Background: an optimization exercise with open tools, aiming at small area. Do not read the settings as production practice.
Power figures rest on the tool's default switching activity, not on a simulated workload.

Setup of job 183:
// TopDesign
module TopDesign
    (
    input logic clk,
    input logic rst,
    input logic [15:0] swIns,
    input logic [4:0] debouncer,
    output logic [15:0] insLed,
    output logic [6:0] seg,
    output logic dp,
    output logic [3:0] an
    );
Size: ~1300 cells after synthesis, about 330 flip-flops, roughly 16000 um2 of cells after synthesis.
==> flow/config.mk <==
export PLATFORM = sky130hd
export DESIGN_NAME = TopDesign
export DESIGN_NICKNAME = TopDesign
export VERILOG_FILES = /design/flow/design.v
export SDC_FILE = /design/flow/constraint.sdc
export NUM_CORES = 4
export LEC_CHECK = 0
export CAP_MARGIN = 20
export CORE_MARGIN = 2
export CORE_UTILIZATION = 40
export SLEW_MARGIN = 20
export SYNTH_HIERARCHICAL = 1
==> flow/constraint.sdc <==
create_clock -name core_clock -period 10.0 [get_ports {clk}]
set_input_delay 2.0000 -clock core_clock [delete_from_list [all_inputs] [get_ports {clk}]]
set_output_delay 2.0000 -clock core_clock [all_outputs]
set_load 0.01 [all_outputs]
standard.sh (not shown) runs the stock make flow with config.mk's settings and CLKGATE_MAP_FILE= SYNTH_SCRIPT=/design/flow/synth_recipe.tcl, a recipe that flattens the netlist after the stock synthesis.
==> flow/flow/run.sh <==
#!/bin/bash
bash standard.sh \
  "BUFFER_PORTS_ARGS=-buffer_cell sky130_fd_sc_hd__buf_1" \
  "CTS_ARGS=-sink_clustering_enable -repair_clock_nets -dont_use_dummy_load -sink_clustering_size 35 -sink_clustering_max_diameter 70 -buf_list sky130_fd_sc_hd__clkbuf_16" \
  finish > standard.log 2>&1
> inputs changed (job 183 -> job 5654)
==> flow/flow/run.sh <==
#!/bin/bash
bash standard.sh \
  "BUFFER_PORTS_ARGS=-buffer_cell sky130_fd_sc_hd__buf_1" \
  "CTS_ARGS=-sink_clustering_enable -repair_clock_nets -dont_use_dummy_load -sink_clustering_size 30 -sink_clustering_max_diameter 60 -buf_list {sky130_fd_sc_hd__clkbuf_8 sky130_fd_sc_hd__clkbuf_16}" \
  finish > standard.log 2>&1
## What came out
No run among job 183 and job 5654 stopped early or left any final violation; all are clean.
Measured against each other, job 183 and job 5654 differ in utilization, the higher figure coming from job 5654.
Compared job 183 against job 5654; routed wire length within noise.
The met2 wire length in job 5654 was higher than what job 183 gave.
Portion of total power attributed to combinational logic down 0.4 points in job 5654 wrt job 183
Relative to job 183, the total power of job 5654 is higher by 0.000058 W.
The average detailed-routed wire length per instance on job 5654 is in line with that on job 183.
Relative to job 5654, the following input files were edited for job 1878:
Settings: CORE_UTILIZATION now 60, was 40.
==> flow/flow/run.sh <==
#!/bin/bash
bash standard.sh \
  "BUFFER_PORTS_ARGS=-buffer_cell sky130_fd_sc_hd__buf_1" \
  "CTS_ARGS=-sink_clustering_enable -repair_clock_nets -dont_use_dummy_load -sink_clustering_size 28 -sink_clustering_max_diameter 60 -buf_list sky130_fd_sc_hd__clkbuf_16" \
  finish > standard.log 2>&1
## What came out
In summary, job 1878 completed successfully, with a layout that passed the timing, DRC and antenna checks. Compared with job 5654, in job 1878 placement-stage cell area decreased 1.4%, worst setup slack +0.052 ns, register-to-register slack higher, maximum single-stage delay on the critical path down 0.04 ns. Delta (job 1878 minus job 5654): clock-buffer cell count increased about 4%, shortest period the worst path allows decreased 0.052 ns, core utilization increased 21 points.
For job 9532, these inputs were changed with respect to job 1878:
Settings: CORE_UTILIZATION: 60 -> 40.
==> flow/flow/run.sh <==
#!/bin/bash
# The standard layout (standard.sh, unchanged synthesis), with these
# changes to the later steps:
#  - port buffers use the smallest buffer cell, buf_1;
#  - clock tree from clkbuf_16 leaf clusters of up to 28 sinks, without the
#    dummy loads that CTS adds for balancing;
bash standard.sh \
  "BUFFER_PORTS_ARGS=-buffer_cell sky130_fd_sc_hd__buf_1" \
  "CTS_ARGS=-sink_clustering_enable -repair_clock_nets -sink_clustering_size 28 -sink_clustering_max_diameter 60 -buf_list sky130_fd_sc_hd__clkbuf_16 -dont_use_dummy_load" \
  finish > standard.log 2>&1
## What came out
Looking at routed wire length, job 9532 sits above job 1878. When job 9532 is set beside job 1878, its core outline area turns out to be about 50% larger. Shortest period the worst path allows on job 9532 is up relative to job 1878. Final instance area: job 1878 and job 9532 compared, lower one is job 1878. Between job 9532 and job 1878, the power does not differ in any meaningful way. Re setup slack: job 9532 is 0.029 ns down on job 1878. Hold slack sits higher in job 9532 than in job 1878. Sort job 1878 and job 9532 by number of buffers added by the clock tree synthesis step, ascending, and job 9532 comes first. The final reports for job 9532 and job 1878 show pin count of the biggest net entering global routing lower in the former. Compared with job 1878, job 9532 shows a met3 usage in global routing that is 2.2 points lower. The multi-input combinational cell area on job 1878 is in line with that on job 9532.
Function was not checked in any run of this note: the RTL went through the layout flow alone.

[static timing again, ports no longer ideal]
The results above use ideal ports. As a check the final layouts listed here were re-extracted and re-timed, cells and wires unchanged.
Step 1, drivers: a clkbuf_16 drives clk and a buf_2 each remaining input, both assumed.
Step 2 adds t to the input delays and takes it off the output delays; t is the mean of the earliest and latest rising clock arrival at the registers after step 1. Input paths then give back, and output paths get back, about the clock's delay inside the block.
Slacks: ideal / step 1 / step 2; pairs: ideal / step 1.
| run | shift t [ns] | setup slack, ns | worst setup path at the end | clock arrival spread, ns | worst data-port slew with drivers (ns) |
|---|---|---|---|---|---|
| job 183 | 0.590 | 3.646 / 3.588 / 4.178 | register to output | 0.055 / 0.056 | 0.06 |
| job 5654 | 0.593 | 3.622 / 3.567 / 4.160 | register to output | 0.076 / 0.076 | 0.05 |
| job 1878 | 0.582 | 3.674 / 3.622 / 4.203 | register to output | 0.048 / 0.049 | 0.04 |
| job 9532 | 0.591 | 3.644 / 3.590 / 4.181 | register to output | 0.068 / 0.068 | 0.05 |
After both steps setup and hold are still met in every run listed.
